What follows belongs to an exercise in optimizing a design on an open flow for small area, a short achievable clock period and few clock cycles per item; a production flow would make more cautious choices. Function not checked in this run: the RTL went through the layout flow alone. Power is estimated from default activity; no workload was simulated.

## design/flow/flow/run.sh

```bash
#!/bin/bash
# The standard layout (the standard.sh, on the standard synthesis script) with two
# changes:
#  - ADDER_MAP_FILE is empty, so Yosys does not extract half/full adders into
#    sky130 ha/fa cells before ABC; ABC maps that logic with the rest.
#  - the port buffers inserted before global placement are sky130_fd_sc_hd__buf_2
#    instead of the resizer's default pick (a clkdlybuf4s50 delay cell).
# Registers and their names are those of the standard synthesis.
set -euo pipefail
export BUFFER_PORTS_ARGS="-buffer_cell sky130_fd_sc_hd__buf_2"
bash standard.sh ADDER_MAP_FILE= finish > standard.log 2>&1
```

## design/flow/standard.sh

```bash
#!/bin/bash
# synth_recipe.tcl (not shown) runs the flow's synth.tcl, then flattens the netlist and writes it again
# the make line also repeats each setting of config.mk as NAME=value (left out here)
make -C /OpenROAD-flow-scripts/flow DESIGN_CONFIG=/design/flow/config.mk WORK_HOME=/design/flow/orfs CLKGATE_MAP_FILE= SYNTH_SCRIPT=/design/flow/synth_recipe.tcl "${@:-finish}"
```

## design/flow/design.v

```verilog
module vfront(data, cut);
  input [15:0] data;
  output [22:0] cut;
  wire new_n40, new_n41, new_n42, new_n43, new_n44, new_n45, new_n46,
    new_n47, new_n48, new_n49, new_n50, new_n51, new_n52, new_n53, new_n54,
    new_n55, new_n56, new_n57, new_n58, new_n59, new_n60, new_n61, new_n62,
    new_n63, new_n64, new_n65, new_n66, new_n67, new_n68, new_n69, new_n70,
    new_n71, new_n72, new_n73, new_n74, new_n75, new_n76, new_n77, new_n78,
    new_n79, new_n80, new_n81, new_n82, new_n83, new_n84, new_n85, new_n86,
    new_n87, new_n88, new_n89, new_n90, new_n91, new_n92, new_n93, new_n94,
    new_n95, new_n96, new_n97, new_n98, new_n99, new_n100, new_n101,
    new_n102, new_n103, new_n104, new_n105, new_n106, new_n107, new_n108,
    new_n109, new_n110, new_n111, new_n112, new_n113, new_n114, new_n115,
    new_n116, new_n117, new_n118, new_n119, new_n120, new_n121, new_n122,
    new_n123, new_n124, new_n125, new_n126, new_n127, new_n128, new_n129,
    new_n130, new_n131, new_n132, new_n133, new_n134, new_n135, new_n136,
    new_n137, new_n138, new_n139, new_n140, new_n141, new_n142, new_n143,
    new_n144, new_n145, new_n146, new_n147, new_n148, new_n149, new_n150,
    new_n151, new_n152, new_n153, new_n154, new_n155, new_n156, new_n157,
    new_n159, new_n160, new_n161, new_n162, new_n163, new_n165, new_n166,
    new_n167, new_n168, new_n169, new_n170, new_n171, new_n172, new_n173,
    new_n174, new_n175, new_n176, new_n177, new_n178, new_n179, new_n180,
    new_n181, new_n182, new_n183, new_n184, new_n185, new_n186, new_n187,
    new_n188, new_n189, new_n190, new_n191, new_n192, new_n194, new_n195,
    new_n196, new_n197, new_n198, new_n199, new_n200, new_n201, new_n202,
    new_n203, new_n204, new_n205, new_n206, new_n207, new_n208, new_n209,
    new_n210, new_n211, new_n212, new_n213, new_n214, new_n215, new_n216,
    new_n217, new_n218, new_n219, new_n220, new_n221, new_n222, new_n223,
    new_n225, new_n226, new_n228, new_n229, new_n230, new_n231, new_n232,
    new_n233, new_n235, new_n236, new_n237, new_n238, new_n239, new_n240,
    new_n241, new_n242, new_n243, new_n244, new_n245, new_n246, new_n247,
    new_n248, new_n249, new_n250, new_n251, new_n252, new_n253, new_n254,
    new_n255, new_n256, new_n257, new_n258, new_n259, new_n260, new_n261,
    new_n262, new_n263, new_n264, new_n265, new_n266, new_n267, new_n268,
    new_n269, new_n270, new_n271, new_n272, new_n273, new_n274, new_n275,
    new_n276, new_n277, new_n278, new_n279, new_n280, new_n281, new_n282,
    new_n284, new_n285, new_n286, new_n287, new_n289, new_n290, new_n291,
    new_n292, new_n293, new_n294, new_n295, new_n297, new_n298, new_n299,
    new_n300, new_n301, new_n302, new_n303, new_n304, new_n305, new_n306,
    new_n307, new_n308, new_n309, new_n310, new_n311, new_n312, new_n313,
    new_n315, new_n316, new_n317, new_n318, new_n320, new_n321, new_n322,
    new_n324, new_n325, new_n327, new_n328, new_n330, new_n332, new_n333,
    new_n335, new_n336;
  assign new_n40 = data[10] & ~data[11];
  assign new_n41 = ~data[10] & data[11];
  assign new_n42 = ~new_n40 & ~new_n41;
  assign new_n43 = data[12] & ~new_n42;
  assign new_n44 = ~data[12] & new_n42;
  assign new_n45 = ~new_n43 & ~new_n44;
  assign new_n46 = data[14] & data[15];
  assign new_n47 = data[12] & ~data[13];
  assign new_n48 = ~data[12] & data[13];
  assign new_n49 = ~new_n47 & ~new_n48;
  assign new_n50 = new_n46 & new_n49;
  assign new_n51 = ~data[14] & ~data[15];
  assign new_n52 = ~new_n49 & new_n51;
  assign new_n53 = ~new_n50 & ~new_n52;
  assign new_n54 = ~new_n45 & new_n53;
  assign new_n55 = data[8] & ~data[9];
  assign new_n56 = ~data[8] & data[9];
  assign new_n57 = ~new_n55 & ~new_n56;
  assign new_n58 = data[10] & ~new_n57;
  assign new_n59 = ~data[10] & new_n57;
  assign new_n60 = ~new_n58 & ~new_n59;
  assign new_n61 = new_n49 & ~new_n60;
  assign new_n62 = ~new_n49 & new_n60;
  assign new_n63 = ~new_n61 & ~new_n62;
  assign new_n64 = new_n54 & ~new_n63;
  assign new_n65 = data[8] & ~new_n42;
  assign new_n66 = ~data[8] & new_n42;
  assign new_n67 = ~new_n65 & ~new_n66;
  assign new_n68 = new_n64 & new_n67;
  assign new_n69 = data[7] & ~new_n57;
  assign new_n70 = ~data[7] & new_n57;
  assign new_n71 = ~new_n69 & ~new_n70;
  assign new_n72 = ~data[6] & ~data[7];
  assign new_n73 = data[6] & data[7];
  assign new_n74 = ~new_n72 & ~new_n73;
  assign new_n75 = ~new_n46 & ~new_n51;
  assign new_n76 = new_n63 & new_n75;
  assign new_n77 = new_n45 & new_n53;
  assign new_n78 = new_n67 & new_n77;
  assign new_n79 = ~new_n76 & new_n78;
  assign new_n80 = new_n71 & new_n79;
  assign new_n81 = ~new_n74 & ~new_n80;
  assign new_n82 = ~new_n67 & new_n77;
  assign new_n83 = ~new_n57 & new_n82;
  assign new_n84 = ~new_n76 & new_n83;
  assign new_n85 = ~new_n67 & new_n75;
  assign new_n86 = new_n67 & ~new_n75;
  assign new_n87 = ~new_n85 & ~new_n86;
  assign new_n88 = new_n57 & new_n87;
  assign new_n89 = ~new_n57 & ~new_n87;
  assign new_n90 = new_n57 & ~new_n67;
  assign new_n91 = ~new_n89 & ~new_n90;
  assign new_n92 = ~new_n88 & new_n91;
  assign new_n93 = ~new_n53 & new_n63;
  assign new_n94 = data[10] & ~new_n51;
  assign new_n95 = ~data[10] & ~new_n46;
  assign new_n96 = ~new_n94 & ~new_n95;
  assign new_n97 = data[11] & data[13];
  assign new_n98 = ~data[11] & ~data[13];
  assign new_n99 = ~new_n97 & ~new_n98;
  assign new_n100 = ~new_n96 & ~new_n99;
  assign new_n101 = new_n53 & ~new_n63;
  assign new_n102 = new_n100 & ~new_n101;
  assign new_n103 = ~new_n93 & new_n102;
  assign new_n104 = ~new_n92 & new_n103;
  assign new_n105 = ~new_n84 & ~new_n104;
  assign new_n106 = data[6] & ~data[7];
  assign new_n107 = new_n105 & new_n106;
  assign new_n108 = new_n82 & new_n105;
  assign new_n109 = ~data[6] & data[7];
  assign new_n110 = new_n57 & new_n96;
  assign new_n111 = ~new_n76 & ~new_n110;
  assign new_n112 = new_n99 & ~new_n111;
  assign new_n113 = ~new_n88 & new_n112;
  assign new_n114 = new_n109 & ~new_n113;
  assign new_n115 = ~new_n108 & new_n114;
  assign new_n116 = ~new_n107 & ~new_n115;
  assign new_n117 = new_n67 & new_n93;
  assign new_n118 = ~new_n116 & ~new_n117;
  assign new_n119 = ~new_n81 & ~new_n118;
  assign new_n120 = ~new_n89 & new_n103;
  assign new_n121 = data[7] & new_n120;
  assign new_n122 = new_n57 & ~new_n87;
  assign new_n123 = new_n112 & ~new_n122;
  assign new_n124 = ~data[7] & new_n123;
  assign new_n125 = ~new_n121 & ~new_n124;
  assign new_n126 = new_n82 & new_n125;
  assign new_n127 = ~new_n116 & ~new_n126;
  assign new_n128 = new_n116 & new_n125;
  assign new_n129 = ~new_n127 & ~new_n128;
  assign new_n130 = ~new_n119 & ~new_n129;
  assign new_n131 = ~data[6] & new_n57;
  assign new_n132 = new_n63 & ~new_n75;
  assign new_n133 = ~new_n101 & ~new_n132;
  assign new_n134 = ~new_n77 & ~new_n133;
  assign new_n135 = new_n96 & new_n134;
  assign new_n136 = new_n131 & new_n135;
  assign new_n137 = new_n64 & ~new_n67;
  assign new_n138 = ~new_n57 & new_n137;
  assign new_n139 = ~new_n135 & ~new_n138;
  assign new_n140 = ~data[6] & ~new_n67;
  assign new_n141 = ~new_n139 & new_n140;
  assign new_n142 = ~data[7] & new_n141;
  assign new_n143 = new_n64 & new_n86;
  assign new_n144 = new_n68 & new_n109;
  assign new_n145 = ~new_n143 & ~new_n144;
  assign new_n146 = ~new_n142 & new_n145;
  assign new_n147 = ~new_n136 & new_n146;
  assign new_n148 = new_n130 & new_n147;
  assign new_n149 = ~new_n91 & new_n134;
  assign new_n150 = ~new_n73 & ~new_n137;
  assign new_n151 = ~new_n149 & ~new_n150;
  assign new_n152 = new_n82 & new_n110;
  assign new_n153 = ~new_n57 & new_n78;
  assign new_n154 = ~new_n152 & ~new_n153;
  assign new_n155 = ~new_n123 & new_n154;
  assign new_n156 = new_n139 & new_n155;
  assign new_n157 = ~new_n72 & ~new_n156;
  assign cut[7] = new_n151 | new_n157;
  assign new_n159 = new_n91 & new_n134;
  assign new_n160 = new_n74 & ~new_n159;
  assign new_n161 = ~new_n135 & ~new_n160;
  assign new_n162 = ~cut[7] & new_n161;
  assign new_n163 = data[6] & new_n162;
  assign cut[4] = ~new_n148 | new_n163;
  assign new_n165 = ~new_n71 & cut[4];
  assign new_n166 = new_n68 & ~new_n165;
  assign new_n167 = ~new_n104 & ~new_n113;
  assign new_n168 = new_n68 & ~new_n71;
  assign new_n169 = new_n167 & ~new_n168;
  assign new_n170 = ~new_n116 & ~new_n169;
  assign new_n171 = data[6] & ~new_n123;
  assign new_n172 = ~data[6] & ~new_n120;
  assign new_n173 = new_n116 & ~new_n172;
  assign new_n174 = ~new_n171 & new_n173;
  assign new_n175 = ~new_n170 & ~new_n174;
  assign new_n176 = data[6] & ~new_n57;
  assign new_n177 = ~new_n131 & ~new_n176;
  assign new_n178 = new_n54 & ~new_n75;
  assign new_n179 = new_n63 & new_n178;
  assign new_n180 = new_n177 & new_n179;
  assign new_n181 = ~new_n116 & ~new_n178;
  assign new_n182 = new_n63 & new_n181;
  assign new_n183 = ~new_n180 & ~new_n182;
  assign new_n184 = new_n175 & ~new_n183;
  assign new_n185 = new_n137 & ~new_n177;
  assign new_n186 = ~new_n79 & ~new_n185;
  assign new_n187 = ~new_n181 & ~new_n186;
  assign new_n188 = new_n74 & new_n133;
  assign new_n189 = new_n167 & new_n188;
  assign new_n190 = ~new_n129 & ~new_n189;
  assign new_n191 = ~new_n187 & new_n190;
  assign new_n192 = ~new_n184 & new_n191;
  assign cut[0] = new_n166 | ~new_n192;
  assign new_n194 = new_n175 & ~new_n180;
  assign new_n195 = ~data[7] & ~new_n96;
  assign new_n196 = data[7] & new_n96;
  assign new_n197 = ~new_n195 & ~new_n196;
  assign new_n198 = new_n132 & ~new_n197;
  assign new_n199 = ~new_n93 & ~new_n137;
  assign new_n200 = new_n67 & ~new_n177;
  assign new_n201 = ~new_n74 & ~new_n200;
  assign new_n202 = ~new_n199 & new_n201;
  assign new_n203 = ~new_n198 & ~new_n202;
  assign new_n204 = new_n148 & new_n181;
  assign new_n205 = ~new_n71 & ~new_n204;
  assign new_n206 = ~new_n53 & ~new_n67;
  assign new_n207 = new_n77 & ~new_n140;
  assign new_n208 = new_n167 & ~new_n207;
  assign new_n209 = new_n84 & new_n208;
  assign new_n210 = ~new_n84 & ~new_n208;
  assign new_n211 = ~new_n209 & ~new_n210;
  assign new_n212 = ~new_n206 & new_n211;
  assign new_n213 = ~new_n205 & new_n212;
  assign new_n214 = new_n133 & new_n148;
  assign new_n215 = ~new_n74 & ~new_n75;
  assign new_n216 = new_n68 & ~new_n215;
  assign new_n217 = ~new_n71 & new_n215;
  assign new_n218 = new_n82 & new_n197;
  assign new_n219 = new_n217 & new_n218;
  assign new_n220 = ~new_n189 & ~new_n219;
  assign new_n221 = ~new_n216 & new_n220;
  assign new_n222 = ~new_n214 & new_n221;
  assign new_n223 = new_n194 & new_n222;
  assign cut[2] = new_n213 | ~new_n223;
  assign new_n225 = ~new_n203 & ~cut[2];
  assign new_n226 = new_n194 & ~new_n225;
  assign cut[1] = new_n119 | ~new_n226;
  assign new_n228 = ~new_n167 & new_n178;
  assign new_n229 = ~new_n79 & new_n116;
  assign new_n230 = ~new_n228 & new_n229;
  assign new_n231 = new_n205 & ~new_n230;
  assign new_n232 = ~new_n170 & ~new_n202;
  assign new_n233 = new_n221 & new_n232;
  assign cut[3] = new_n231 | ~new_n233;
  assign new_n235 = ~new_n75 & new_n100;
  assign new_n236 = ~new_n46 & ~new_n94;
  assign new_n237 = new_n235 & ~new_n236;
  assign new_n238 = ~new_n97 & ~new_n236;
  assign new_n239 = new_n98 & ~new_n235;
  assign new_n240 = ~new_n238 & ~new_n239;
  assign new_n241 = ~new_n237 & new_n240;
  assign new_n242 = ~new_n98 & new_n236;
  assign new_n243 = ~new_n238 & ~new_n242;
  assign new_n244 = ~data[8] & ~data[9];
  assign new_n245 = data[12] & ~new_n244;
  assign new_n246 = ~new_n235 & ~new_n245;
  assign new_n247 = ~new_n243 & ~new_n246;
  assign new_n248 = ~data[12] & new_n243;
  assign new_n249 = data[8] & data[9];
  assign new_n250 = ~new_n248 & new_n249;
  assign new_n251 = ~new_n247 & ~new_n250;
  assign new_n252 = new_n241 & ~new_n251;
  assign new_n253 = ~new_n98 & ~new_n236;
  assign new_n254 = ~new_n97 & ~new_n253;
  assign new_n255 = new_n251 & new_n254;
  assign new_n256 = ~new_n252 & ~new_n255;
  assign new_n257 = ~cut[7] & new_n256;
  assign new_n258 = new_n56 & ~new_n178;
  assign new_n259 = new_n96 & new_n99;
  assign new_n260 = ~data[12] & ~new_n259;
  assign new_n261 = ~data[11] & data[13];
  assign new_n262 = data[10] & ~new_n46;
  assign new_n263 = ~new_n51 & ~new_n262;
  assign new_n264 = new_n261 & new_n263;
  assign new_n265 = data[11] & ~data[13];
  assign new_n266 = ~new_n263 & new_n265;
  assign new_n267 = ~new_n264 & ~new_n266;
  assign new_n268 = ~new_n260 & new_n267;
  assign new_n269 = ~new_n55 & ~new_n268;
  assign new_n270 = ~data[12] & ~new_n267;
  assign new_n271 = ~new_n269 & ~new_n270;
  assign new_n272 = ~new_n258 & new_n271;
  assign new_n273 = ~new_n96 & new_n265;
  assign new_n274 = ~new_n96 & new_n261;
  assign new_n275 = ~new_n263 & ~new_n274;
  assign new_n276 = ~new_n273 & ~new_n275;
  assign new_n277 = ~new_n272 & new_n276;
  assign new_n278 = ~new_n263 & ~new_n273;
  assign new_n279 = ~new_n274 & ~new_n278;
  assign new_n280 = new_n272 & new_n279;
  assign new_n281 = ~new_n277 & ~new_n280;
  assign new_n282 = cut[7] & ~new_n281;
  assign cut[5] = new_n257 | new_n282;
  assign new_n284 = new_n244 & ~new_n268;
  assign new_n285 = ~new_n251 & ~new_n284;
  assign new_n286 = ~cut[7] & ~new_n285;
  assign new_n287 = cut[7] & ~new_n272;
  assign cut[6] = ~new_n286 & ~new_n287;
  assign new_n289 = new_n109 & ~new_n143;
  assign new_n290 = ~new_n57 & new_n68;
  assign new_n291 = new_n78 & new_n110;
  assign new_n292 = ~new_n83 & ~new_n291;
  assign new_n293 = ~new_n113 & new_n292;
  assign new_n294 = ~new_n290 & new_n293;
  assign new_n295 = new_n161 & new_n294;
  assign cut[10] = ~new_n289 & ~new_n295;
  assign new_n297 = ~new_n56 & ~new_n268;
  assign new_n298 = new_n55 & ~new_n178;
  assign new_n299 = ~new_n270 & ~new_n298;
  assign new_n300 = ~new_n297 & new_n299;
  assign new_n301 = new_n276 & ~new_n300;
  assign new_n302 = new_n279 & new_n300;
  assign new_n303 = ~new_n301 & ~new_n302;
  assign new_n304 = cut[10] & ~new_n303;
  assign new_n305 = data[12] & ~new_n249;
  assign new_n306 = ~new_n235 & ~new_n305;
  assign new_n307 = ~new_n243 & ~new_n306;
  assign new_n308 = new_n244 & ~new_n248;
  assign new_n309 = ~new_n307 & ~new_n308;
  assign new_n310 = ~new_n241 & ~new_n309;
  assign new_n311 = ~new_n254 & new_n309;
  assign new_n312 = ~new_n310 & ~new_n311;
  assign new_n313 = ~cut[10] & ~new_n312;
  assign cut[8] = new_n304 | new_n313;
  assign new_n315 = cut[10] & ~new_n300;
  assign new_n316 = new_n249 & ~new_n268;
  assign new_n317 = ~new_n309 & ~new_n316;
  assign new_n318 = ~cut[10] & ~new_n317;
  assign cut[9] = ~new_n315 & ~new_n318;
  assign new_n320 = ~new_n72 & ~new_n137;
  assign new_n321 = ~new_n149 & ~new_n320;
  assign new_n322 = ~new_n73 & ~new_n156;
  assign cut[13] = new_n321 | new_n322;
  assign new_n324 = new_n256 & ~cut[13];
  assign new_n325 = ~new_n281 & cut[13];
  assign cut[11] = new_n324 | new_n325;
  assign new_n327 = ~new_n285 & ~cut[13];
  assign new_n328 = ~new_n272 & cut[13];
  assign cut[12] = ~new_n327 & ~new_n328;
  assign new_n330 = new_n106 & ~new_n143;
  assign cut[16] = ~new_n295 & ~new_n330;
  assign new_n332 = ~new_n303 & cut[16];
  assign new_n333 = ~new_n312 & ~cut[16];
  assign cut[14] = new_n332 | new_n333;
  assign new_n335 = ~new_n300 & cut[16];
  assign new_n336 = ~new_n317 & ~cut[16];
  assign cut[15] = ~new_n335 & ~new_n336;
  assign cut[17] = data[0];
  assign cut[18] = data[1];
  assign cut[19] = data[2];
  assign cut[20] = data[3];
  assign cut[21] = data[4];
  assign cut[22] = data[5];
endmodule
module vback(cut, dout);
  input [22:0] cut;
  output [7:0] dout;
  wire new_n32, new_n33, new_n34, new_n35, new_n36, new_n37, new_n38,
    new_n39, new_n40, new_n41, new_n42, new_n43, new_n44, new_n45, new_n46,
    new_n47, new_n48, new_n49, new_n50, new_n51, new_n52, new_n53, new_n54,
    new_n55, new_n56, new_n57, new_n58, new_n59, new_n60, new_n61, new_n62,
    new_n63, new_n64, new_n65, new_n66, new_n67, new_n68, new_n69, new_n70,
    new_n71, new_n72, new_n73, new_n74, new_n75, new_n76, new_n77, new_n78,
    new_n79, new_n80, new_n81, new_n82, new_n83, new_n84, new_n85, new_n86,
    new_n87, new_n88, new_n89, new_n90, new_n91, new_n92, new_n93, new_n94,
    new_n95, new_n96, new_n97, new_n98, new_n99, new_n100, new_n101,
    new_n102, new_n103, new_n104, new_n105, new_n106, new_n107, new_n108,
    new_n109, new_n110, new_n111, new_n112, new_n113, new_n114, new_n115,
    new_n116, new_n117, new_n118, new_n119, new_n120, new_n121, new_n122,
    new_n123, new_n124, new_n125, new_n126, new_n127, new_n128, new_n129,
    new_n130, new_n131, new_n132, new_n133, new_n134, new_n135, new_n136,
    new_n137, new_n138, new_n139, new_n140, new_n141, new_n142, new_n143,
    new_n144, new_n145, new_n146, new_n147, new_n148, new_n149, new_n150,
    new_n151, new_n152, new_n153, new_n154, new_n155, new_n156, new_n157,
    new_n158, new_n159, new_n160, new_n161, new_n162, new_n163, new_n164,
    new_n165, new_n166, new_n167, new_n168, new_n169, new_n170, new_n171,
    new_n172, new_n173, new_n174, new_n175, new_n176, new_n177, new_n178,
    new_n179, new_n180, new_n181, new_n182, new_n183, new_n184, new_n185,
    new_n186, new_n187, new_n188, new_n189, new_n190, new_n191, new_n192,
    new_n193, new_n194, new_n195, new_n196, new_n197, new_n198, new_n199,
    new_n200, new_n201, new_n202, new_n203, new_n204, new_n205, new_n206,
    new_n207, new_n208, new_n209, new_n210, new_n211, new_n212, new_n213,
    new_n214, new_n215, new_n216, new_n217, new_n218, new_n219, new_n220,
    new_n221, new_n222, new_n223, new_n224, new_n225, new_n226, new_n227,
    new_n228, new_n229, new_n230, new_n231, new_n232, new_n233, new_n234,
    new_n235, new_n236, new_n237, new_n238, new_n239, new_n240, new_n242,
    new_n243, new_n244, new_n245, new_n246, new_n247, new_n248, new_n249,
    new_n250, new_n251, new_n252, new_n253, new_n254, new_n255, new_n257,
    new_n258, new_n259, new_n260, new_n261, new_n262, new_n263, new_n264,
    new_n265, new_n266, new_n267, new_n269, new_n270, new_n271, new_n272,
    new_n273, new_n274, new_n275, new_n276, new_n277, new_n278, new_n279,
    new_n280, new_n281, new_n282, new_n283, new_n284, new_n285, new_n287,
    new_n288, new_n289, new_n290, new_n291, new_n292, new_n293, new_n294,
    new_n295, new_n296, new_n297, new_n298, new_n299, new_n300, new_n301,
    new_n303, new_n304, new_n305, new_n306, new_n307, new_n308, new_n309,
    new_n310, new_n312, new_n313, new_n314, new_n315, new_n316, new_n317,
    new_n319, new_n320, new_n321, new_n322, new_n323, new_n324;
  assign new_n32 = cut[17] & ~cut[18];
  assign new_n33 = ~cut[19] & ~cut[20];
  assign new_n34 = cut[0] & cut[2];
  assign new_n35 = ~cut[0] & ~cut[2];
  assign new_n36 = ~new_n34 & ~new_n35;
  assign new_n37 = cut[0] & cut[3];
  assign new_n38 = ~cut[0] & ~cut[3];
  assign new_n39 = ~new_n37 & ~new_n38;
  assign new_n40 = ~cut[2] & ~new_n39;
  assign new_n41 = cut[2] & cut[3];
  assign new_n42 = ~cut[4] & ~new_n41;
  assign new_n43 = ~cut[1] & new_n42;
  assign new_n44 = ~new_n40 & new_n43;
  assign new_n45 = ~cut[1] & cut[4];
  assign new_n46 = ~cut[3] & new_n45;
  assign new_n47 = ~new_n44 & ~new_n46;
  assign new_n48 = ~new_n36 & ~new_n47;
  assign new_n49 = cut[2] & ~cut[4];
  assign new_n50 = ~cut[1] & new_n49;
  assign new_n51 = ~cut[2] & ~cut[3];
  assign new_n52 = ~cut[4] & new_n51;
  assign new_n53 = cut[0] & cut[1];
  assign new_n54 = new_n52 & new_n53;
  assign new_n55 = ~new_n50 & ~new_n54;
  assign new_n56 = ~new_n48 & new_n55;
  assign new_n57 = cut[3] & cut[4];
  assign new_n58 = cut[1] & ~new_n57;
  assign new_n59 = ~new_n51 & new_n58;
  assign new_n60 = new_n34 & new_n42;
  assign new_n61 = ~new_n34 & ~new_n42;
  assign new_n62 = ~new_n60 & ~new_n61;
  assign new_n63 = ~new_n59 & ~new_n62;
  assign new_n64 = new_n56 & new_n63;
  assign new_n65 = ~cut[21] & cut[22];
  assign new_n66 = cut[21] & ~cut[22];
  assign new_n67 = ~new_n65 & ~new_n66;
  assign new_n68 = ~cut[1] & cut[3];
  assign new_n69 = cut[2] & ~new_n68;
  assign new_n70 = new_n39 & ~new_n69;
  assign new_n71 = new_n65 & ~new_n70;
  assign new_n72 = new_n66 & new_n70;
  assign new_n73 = ~new_n71 & ~new_n72;
  assign new_n74 = ~new_n67 & new_n73;
  assign new_n75 = new_n64 & new_n74;
  assign new_n76 = new_n33 & new_n75;
  assign new_n77 = cut[21] & cut[22];
  assign new_n78 = new_n42 & ~new_n77;
  assign new_n79 = ~cut[21] & ~cut[22];
  assign new_n80 = ~new_n42 & ~new_n79;
  assign new_n81 = ~new_n78 & ~new_n80;
  assign new_n82 = new_n67 & ~new_n81;
  assign new_n83 = ~new_n56 & new_n82;
  assign new_n84 = cut[19] & cut[20];
  assign new_n85 = ~new_n83 & new_n84;
  assign new_n86 = ~new_n43 & ~new_n70;
  assign new_n87 = ~new_n50 & ~new_n52;
  assign new_n88 = ~new_n48 & new_n87;
  assign new_n89 = new_n86 & ~new_n88;
  assign new_n90 = new_n65 & ~new_n89;
  assign new_n91 = ~new_n44 & new_n66;
  assign new_n92 = ~new_n90 & ~new_n91;
  assign new_n93 = ~new_n44 & ~new_n89;
  assign new_n94 = ~new_n92 & ~new_n93;
  assign new_n95 = new_n33 & ~new_n94;
  assign new_n96 = ~new_n85 & ~new_n95;
  assign new_n97 = cut[2] & cut[4];
  assign new_n98 = ~new_n53 & ~new_n97;
  assign new_n99 = ~new_n68 & new_n98;
  assign new_n100 = ~cut[3] & ~cut[22];
  assign new_n101 = cut[3] & cut[22];
  assign new_n102 = ~new_n100 & ~new_n101;
  assign new_n103 = ~new_n99 & new_n102;
  assign new_n104 = new_n64 & new_n67;
  assign new_n105 = new_n55 & new_n62;
  assign new_n106 = new_n37 & new_n105;
  assign new_n107 = ~new_n69 & new_n106;
  assign new_n108 = ~new_n59 & ~new_n107;
  assign new_n109 = ~new_n67 & ~new_n108;
  assign new_n110 = new_n36 & new_n109;
  assign new_n111 = ~new_n104 & ~new_n110;
  assign new_n112 = ~cut[1] & ~cut[2];
  assign new_n113 = cut[3] & ~new_n112;
  assign new_n114 = ~new_n111 & ~new_n113;
  assign new_n115 = cut[1] & new_n49;
  assign new_n116 = ~new_n67 & new_n115;
  assign new_n117 = ~new_n114 & ~new_n116;
  assign new_n118 = ~new_n103 & ~new_n117;
  assign new_n119 = ~new_n96 & ~new_n118;
  assign new_n120 = new_n82 & ~new_n108;
  assign new_n121 = ~new_n49 & new_n120;
  assign new_n122 = ~new_n37 & ~new_n53;
  assign new_n123 = ~new_n113 & new_n122;
  assign new_n124 = new_n75 & ~new_n123;
  assign new_n125 = cut[19] & ~cut[20];
  assign new_n126 = ~cut[19] & cut[20];
  assign new_n127 = ~new_n125 & ~new_n126;
  assign new_n128 = ~new_n124 & ~new_n127;
  assign new_n129 = ~new_n121 & new_n128;
  assign new_n130 = ~new_n119 & ~new_n129;
  assign new_n131 = new_n83 & new_n103;
  assign new_n132 = ~new_n75 & ~new_n131;
  assign new_n133 = ~new_n75 & ~new_n94;
  assign new_n134 = ~new_n67 & ~new_n87;
  assign new_n135 = new_n93 & new_n134;
  assign new_n136 = ~new_n104 & ~new_n135;
  assign new_n137 = cut[20] & new_n136;
  assign new_n138 = new_n133 & new_n137;
  assign new_n139 = cut[1] & new_n107;
  assign new_n140 = ~cut[21] & ~new_n139;
  assign new_n141 = cut[21] & ~new_n57;
  assign new_n142 = ~new_n140 & ~new_n141;
  assign new_n143 = cut[19] & ~new_n142;
  assign new_n144 = new_n67 & ~new_n105;
  assign new_n145 = ~new_n56 & new_n144;
  assign new_n146 = new_n62 & ~new_n67;
  assign new_n147 = ~new_n145 & ~new_n146;
  assign new_n148 = new_n52 & new_n147;
  assign new_n149 = ~new_n109 & ~new_n148;
  assign new_n150 = ~new_n120 & new_n149;
  assign new_n151 = ~new_n83 & new_n150;
  assign new_n152 = ~new_n143 & ~new_n151;
  assign new_n153 = cut[20] & new_n41;
  assign new_n154 = cut[1] & new_n79;
  assign new_n155 = ~cut[1] & ~new_n79;
  assign new_n156 = ~new_n154 & ~new_n155;
  assign new_n157 = new_n153 & new_n156;
  assign new_n158 = ~new_n84 & ~new_n157;
  assign new_n159 = ~new_n152 & new_n158;
  assign new_n160 = ~new_n138 & ~new_n159;
  assign new_n161 = ~new_n130 & ~new_n160;
  assign new_n162 = ~new_n125 & new_n161;
  assign new_n163 = new_n132 & ~new_n162;
  assign new_n164 = cut[20] & new_n149;
  assign new_n165 = ~cut[19] & new_n136;
  assign new_n166 = ~new_n164 & ~new_n165;
  assign new_n167 = ~new_n62 & new_n94;
  assign new_n168 = ~new_n120 & ~new_n167;
  assign new_n169 = ~new_n166 & new_n168;
  assign new_n170 = ~new_n163 & ~new_n169;
  assign new_n171 = ~new_n130 & ~new_n170;
  assign new_n172 = ~cut[17] & cut[18];
  assign new_n173 = ~new_n32 & ~new_n172;
  assign new_n174 = ~new_n171 & ~new_n173;
  assign new_n175 = new_n84 & new_n120;
  assign new_n176 = ~new_n174 & ~new_n175;
  assign new_n177 = ~new_n76 & new_n176;
  assign new_n178 = new_n32 & new_n177;
  assign new_n179 = new_n126 & ~new_n132;
  assign new_n180 = new_n125 & ~new_n168;
  assign new_n181 = ~new_n179 & ~new_n180;
  assign new_n182 = new_n161 & new_n181;
  assign new_n183 = cut[18] & new_n182;
  assign new_n184 = ~new_n99 & ~new_n102;
  assign new_n185 = ~new_n117 & ~new_n184;
  assign new_n186 = ~new_n67 & new_n92;
  assign new_n187 = new_n126 & ~new_n186;
  assign new_n188 = ~new_n56 & new_n81;
  assign new_n189 = new_n125 & ~new_n188;
  assign new_n190 = ~new_n187 & ~new_n189;
  assign new_n191 = ~new_n185 & ~new_n190;
  assign new_n192 = new_n64 & ~new_n73;
  assign new_n193 = ~new_n123 & new_n192;
  assign new_n194 = new_n81 & ~new_n108;
  assign new_n195 = ~new_n49 & new_n194;
  assign new_n196 = new_n127 & ~new_n195;
  assign new_n197 = ~new_n193 & new_n196;
  assign new_n198 = ~new_n191 & ~new_n197;
  assign new_n199 = new_n81 & new_n115;
  assign new_n200 = ~new_n62 & new_n186;
  assign new_n201 = ~new_n199 & ~new_n200;
  assign new_n202 = new_n84 & ~new_n201;
  assign new_n203 = new_n184 & new_n188;
  assign new_n204 = ~new_n192 & ~new_n203;
  assign new_n205 = new_n33 & ~new_n204;
  assign new_n206 = ~new_n202 & ~new_n205;
  assign new_n207 = new_n164 & ~new_n188;
  assign new_n208 = ~new_n194 & new_n207;
  assign new_n209 = cut[21] & new_n139;
  assign new_n210 = cut[2] & new_n57;
  assign new_n211 = new_n70 & new_n140;
  assign new_n212 = ~new_n70 & ~new_n140;
  assign new_n213 = ~new_n211 & ~new_n212;
  assign new_n214 = new_n210 & new_n213;
  assign new_n215 = ~new_n209 & ~new_n214;
  assign new_n216 = new_n127 & new_n215;
  assign new_n217 = ~cut[20] & ~new_n186;
  assign new_n218 = new_n136 & ~new_n192;
  assign new_n219 = new_n217 & new_n218;
  assign new_n220 = ~new_n216 & ~new_n219;
  assign new_n221 = ~new_n208 & new_n220;
  assign new_n222 = new_n206 & ~new_n221;
  assign new_n223 = ~new_n198 & new_n222;
  assign new_n224 = ~cut[17] & new_n223;
  assign new_n225 = ~new_n183 & ~new_n224;
  assign new_n226 = new_n33 & new_n201;
  assign new_n227 = ~new_n137 & ~new_n226;
  assign new_n228 = cut[19] & new_n149;
  assign new_n229 = ~new_n185 & ~new_n228;
  assign new_n230 = new_n227 & new_n229;
  assign new_n231 = ~new_n227 & ~new_n229;
  assign new_n232 = ~new_n204 & new_n231;
  assign new_n233 = ~new_n230 & ~new_n232;
  assign new_n234 = ~cut[20] & new_n194;
  assign new_n235 = cut[20] & new_n192;
  assign new_n236 = ~new_n234 & ~new_n235;
  assign new_n237 = ~new_n198 & new_n236;
  assign new_n238 = new_n233 & new_n237;
  assign new_n239 = ~new_n173 & ~new_n238;
  assign new_n240 = ~new_n225 & ~new_n239;
  assign dout[0] = ~new_n178 & ~new_n240;
  assign new_n242 = ~new_n83 & new_n92;
  assign new_n243 = new_n127 & ~new_n242;
  assign new_n244 = ~new_n83 & ~new_n127;
  assign new_n245 = ~new_n94 & new_n244;
  assign new_n246 = ~new_n147 & ~new_n245;
  assign new_n247 = ~new_n243 & new_n246;
  assign new_n248 = new_n181 & new_n206;
  assign new_n249 = ~new_n247 & new_n248;
  assign new_n250 = new_n178 & ~new_n249;
  assign new_n251 = ~new_n239 & ~new_n250;
  assign new_n252 = ~new_n127 & ~new_n236;
  assign new_n253 = new_n251 & ~new_n252;
  assign new_n254 = new_n172 & ~new_n249;
  assign new_n255 = new_n177 & ~new_n254;
  assign dout[1] = ~new_n253 | ~new_n255;
  assign new_n257 = new_n170 & new_n215;
  assign new_n258 = new_n233 & ~new_n257;
  assign new_n259 = ~new_n247 & new_n258;
  assign new_n260 = new_n223 & new_n259;
  assign new_n261 = ~cut[18] & ~new_n259;
  assign new_n262 = new_n182 & ~new_n261;
  assign new_n263 = ~dout[1] & ~new_n262;
  assign new_n264 = new_n255 & ~new_n263;
  assign new_n265 = ~new_n223 & ~new_n259;
  assign new_n266 = ~new_n264 & ~new_n265;
  assign new_n267 = ~new_n260 & ~new_n266;
  assign dout[2] = ~new_n253 | new_n267;
  assign new_n269 = new_n117 & ~new_n136;
  assign new_n270 = ~new_n186 & ~new_n269;
  assign new_n271 = ~new_n126 & ~new_n270;
  assign new_n272 = ~new_n192 & ~new_n271;
  assign new_n273 = ~new_n126 & ~new_n251;
  assign new_n274 = new_n125 & ~new_n194;
  assign new_n275 = new_n251 & ~new_n274;
  assign new_n276 = ~new_n273 & ~new_n275;
  assign new_n277 = new_n272 & ~new_n276;
  assign new_n278 = dout[2] & ~new_n277;
  assign new_n279 = new_n133 & ~new_n269;
  assign new_n280 = ~new_n33 & ~new_n279;
  assign new_n281 = ~new_n33 & ~new_n263;
  assign new_n282 = ~new_n84 & new_n263;
  assign new_n283 = ~new_n281 & ~new_n282;
  assign new_n284 = ~new_n280 & ~new_n283;
  assign new_n285 = ~new_n264 & ~new_n284;
  assign dout[3] = new_n278 | new_n285;
  assign new_n287 = new_n67 & new_n86;
  assign new_n288 = ~new_n65 & new_n278;
  assign new_n289 = ~new_n66 & ~new_n278;
  assign new_n290 = ~new_n288 & ~new_n289;
  assign new_n291 = ~new_n287 & ~new_n290;
  assign new_n292 = dout[3] & ~new_n291;
  assign new_n293 = ~new_n264 & new_n284;
  assign new_n294 = dout[2] & new_n277;
  assign new_n295 = ~new_n293 & ~new_n294;
  assign new_n296 = ~new_n79 & new_n293;
  assign new_n297 = ~new_n77 & ~new_n293;
  assign new_n298 = ~new_n296 & ~new_n297;
  assign new_n299 = new_n78 & ~new_n79;
  assign new_n300 = ~new_n298 & ~new_n299;
  assign new_n301 = ~new_n295 & new_n300;
  assign dout[4] = new_n292 | new_n301;
  assign new_n303 = cut[10] & new_n301;
  assign new_n304 = cut[16] & new_n292;
  assign new_n305 = ~new_n295 & ~new_n300;
  assign new_n306 = cut[7] & new_n305;
  assign new_n307 = ~new_n304 & ~new_n306;
  assign new_n308 = dout[3] & new_n291;
  assign new_n309 = cut[13] & new_n308;
  assign new_n310 = new_n307 & ~new_n309;
  assign dout[5] = new_n303 | ~new_n310;
  assign new_n312 = cut[9] & new_n301;
  assign new_n313 = cut[12] & new_n308;
  assign new_n314 = cut[6] & new_n305;
  assign new_n315 = ~new_n313 & ~new_n314;
  assign new_n316 = cut[15] & new_n292;
  assign new_n317 = new_n315 & ~new_n316;
  assign dout[6] = new_n312 | ~new_n317;
  assign new_n319 = cut[8] & new_n301;
  assign new_n320 = cut[14] & new_n292;
  assign new_n321 = cut[5] & new_n305;
  assign new_n322 = ~new_n320 & ~new_n321;
  assign new_n323 = cut[11] & new_n308;
  assign new_n324 = new_n322 & ~new_n323;
  assign dout[7] = new_n319 | ~new_n324;
endmodule
module viterbi_decoder(clk, rst, en, data, data_out, done_flag);
    input clk, rst, en;
    input [15:0] data;
    output [7:0] data_out;
    output reg done_flag;
    wire [22:0] cut;
    reg  [22:0] cut_q;
    vfront head (.data(data), .cut(cut));
    vback  tail (.cut(cut_q), .dout(data_out));
    always @(posedge clk or posedge rst)
        if (rst) done_flag <= 1'b0;
        else     done_flag <= en;
    always @(posedge clk)
        cut_q <= cut;
endmodule
```

## design/flow/config.mk

```make
export PLATFORM = sky130hd
export DESIGN_NAME = viterbi_decoder
export DESIGN_NICKNAME = viterbi_decoder
export VERILOG_FILES = /design/flow/design.v
export SDC_FILE = /design/flow/constraint.sdc
export NUM_CORES = 4
export LEC_CHECK = 0
export ABC_AREA = 1
export CAP_MARGIN = 20
export CORE_MARGIN = 2
export CORE_UTILIZATION = 40
export SETUP_SLACK_MARGIN = 0.5
export SLEW_MARGIN = 20
```

## design/flow/constraint.sdc

```tcl
create_clock -name core_clock -period 5.0 [get_ports {clk}]
set_input_delay 1.0000 -clock core_clock [delete_from_list [all_inputs] [get_ports {clk}]]
set_output_delay 1.0000 -clock core_clock [all_outputs]
set_load 0.01 [all_outputs]
```

==> flow_summary.ini <==
[global_route]
grt_start_max_net_pins = 15
track_usage_pct = 21.1
grt_antenna_before_repair = 0
grt_pass1_vias = 3380
overflow = 0
grt_pass1_wl_um = 14800

[drt]
wl_met2_um = 4720
dr_wl_met3_um = 444
wirelength_um = 9350
vias = 3692
wl_met1_um = 3880
postRouteAntennaNets = 0
wl_per_cell_um = 13.3
drc = 0
dr.first_iter.drc_count = 234
highest_layer = met4
first_pass_iters = 5
avgViaCountPerCell = 5.24

[sta]
relSlewSlack_pct = 67.2
setup-tns-final_ns = 0
drv_slew = 0
hold_violations = 0
setup_viol = 0
min_period_ns = 4.47
max_freq_mhz = 224
rsz0062_at_grt = yes
worstMarginPinSlew_ns = 0.489
timing.final.crit_share_pct = 89.3

[placed_design]
place.gp.congestion = 0.932
hpwl_um = 7450
dp.cells = 686
portBuffers = 27

[clocking]
cts_tree = yes
cts_buffer_depth = 2
numClockSinks = 24
path_clk_slew_ns = 0.08
hold_buffers = 0
htree_levels = 1
numCtsBuffers = 3
cts_root_buf = clkbuf_8

[synth]
synth_edf_count = 0
synth.distinct_cells = 45
yosysSeqAreaShare_pct = 15.7
synthesis.area_um2 = 3090
async_flop_share_pct = 4.17
ys.flop_type = dfxtp_1
synth_nets = 576
yosys-top-cells-area = nand2_1, dfxtp_1, inv_1
ys_ff_latch = 24
synth-warning-count = 1
netlist_instances = 557
yosys.area.top_type = nand2_1
yosysTopAreaCellShare_pct = 18.3
syn_area_per_cell_um2 = 5.55

[die]
rows = 32
num_io_pins = 28
initial_core_util_pct = 40.6
dieArea_um2 = 8450
die_height_um = 91.9
core_um2 = 7610
die_w_um = 91.9

[worst_hold_path]
min-delay-path-class = in -> async

[power_and_ir_drop]
p_total_uw = 1940
leakagePower_uw = 0.00200
vdd_drop_max_v = 0.000210
powerDensity_nw_per_um2 = 505

[setup_path]
critPathSlowestCell = dfxtp_4
path_cells = nand2_4 -> nand2_8 -> buf_4 -> a21oi_2 -> nor2_2 -> nand2_1 -> inv_2 -> nand3_1 -> nand2_1 -> a22oi_1 -> nand3_2 -> nand2_1 -> nand3_2 -> o21bai_4 -> o21bai_4 -> nand2_4 -> nand2_2 -> nand3_4 -> nand3_1 -> nand2_1 -> inv_2 -> nand2_1 -> buf_2
crit_type = reg -> out
worstPathArrival_ns = 3.47
critPathLaunchType = register
required_ns = 4.00
crit_path_max_fanout = 7
cpMostUsedCell = nand2_1
crit_path_max_incr_delay_ns = 0.39
crit_path_end_kind = primary output
worstSetupStartpoint = cut_q[2]

[run]
maxCapViolations = 0

[cells_and_area]
area_growth_pct = 24.6
layout.cells.non_filler = 705
fin_nets = 623
diodes = 0
drive_gt1_share_pct = 26.0

[run_status]
status = timing/DRC/antenna clean
-- layout make-up --
| type | instances | area [um2] |
|---|---|---|
| tap | 102 | 128 |
| clock buffer | 3 | 41.3 |
| sequential | 24 | 512 |
| fill | 795 | 3760 |
| clock inverter | 1 | 30.0 |
| inverter | 103 | 392 |
| multi-input combinational | 429 | 2490 |
| timing repair buffer | 43 | 259 |
-- power by group --
group | internal (uW) | switching, uW
registers | 244 | 46.8
logic | 543 | 944
clock network | 107 | 61.3
total | 893 | 1050
-- registers in the layout, summed over array words and instances, names as in the netlist --
name / count
cut_q: 23
done_flag: 1
-- Yosys cell counts (all sizes together) (2+ instances only) --
master / instances
o22ai: 3
o211ai: 4
nand3: 49
nor3: 6
o21ai: 38
a32o: 2
nand3b: 6
inv: 103
mux2i: 10
o21a: 2
a21oi: 21
nand2: 170
dfxtp: 23
nor2: 72
xnor2: 2
nand4: 15
o21bai: 3
or2: 7
xor2: 7
a31oi: 2
-- worst max-delay path: cells and delay by family (launching register included) --
family                 cells  cell delay (ns)
AO/OA/AOI/OAI              4             0.99
flip-flops                 1             0.39
AND/OR/NAND/NOR           15             1.45
buffers and inverters      4             0.36
-- per-layer routing --
| metal | track usage (%) | vias to the layer above |
|---|---|---|
| met1 | 25.2 | 1653 |
| met4 | 9.70 | 0 |
| met3 | 2.05 | 28 |
| met5 | 0 | - |
| li1 | - | 1891 |
| met2 | 37.9 | 120 |
-- worst max-delay path by stage --
stage / endpoint / slack [ns]
6_report: data_out[5] / 0.53
5_1_grt: data_out[6] / 0.26
4_1_cts: data_out[5] / 0.52
3_5_place_dp: data_out[5] / 0.66
3_3_place_gp: data_out[5] / 0.61
2_1_floorplan: data_out[5] / 1.24
-- kinds of logic after synthesis --
logic type,Yosys count,share of synthesized area (%)
simple gates,325,48.6
buf+inv,104,12.8
compound gates,85,17.2
flops,24,15.7
mux,10,3.24
xor+xnor,9,2.55
-- stage by stage --
step	hold WS (ns)	setup WS (ns)	cell area, um2	utilization, %
after floorplan	0.729	1.24	3090	-
after detailed placement	0.835	0.656	3350	44.1
after global routing	0.533	0.258	3850	50.6
final	0.548	0.535	3850	50.6
after CTS	0.539	0.518	3450	45.3
after global placement	0.831	0.605	3350	44.1
-- timing repair --
item                                    in CTS  in global routing
buffers inserted                             0                 15
endpoints found under the setup margin       4                  5
pin swaps                                    0                 39
resized for setup                            9                 82
-- layout by cell type (no fill, tap or decap), types with 9 or more instances in the layout --
master,synthesis,final
nand4_1,13,13
dfxtp_1,23,16
inv_1,89,85
buf_2,0,27
o21ai_1,12,12
buf_4,1,15
a21oi_1,19,16
inv_2,14,16
nand2_2,17,26
nor2_4,2,9
mux2i_1,10,10
nand2_1,151,132
o21ai_0,26,23
nand3_1,46,36
nand3_2,2,10
nor2_1,64,59
nand2_4,2,10

-- port drivers added, routing unchanged --
No port has a modelled driver above. Below, the same layout with a new extraction and two added sets of constraints.
Step 1 (the two cells are an assumption about what drives the block):
set clk [get_ports {clk}]
set_driving_cell -lib_cell sky130_fd_sc_hd__clkbuf_16 $clk
set_driving_cell -lib_cell sky130_fd_sc_hd__buf_2 [delete_from_list [all_inputs] $clk]
Step 2, shift: input delay + t, output delay - t, t = (earliest + latest rising clock arrival at the registers) / 2. This alone moves slack from input paths to output paths.
Three values: no drivers, after step 1, after step 2; two values: the first two.
t, ns: 0.289
setup WS [ns]: 0.535 / 0.507 / 0.797
hold WS [ns]: 0.548 / 0.540 / 0.829
worst register clock-pin slew, ns: 0.08 / 0.08
worst slew at a driven data input, ns: 0.03
After both steps setup and hold are still met in this run. The setup slack of this run moves by -0.028 ns with the drivers and by +0.262 ns with both steps.
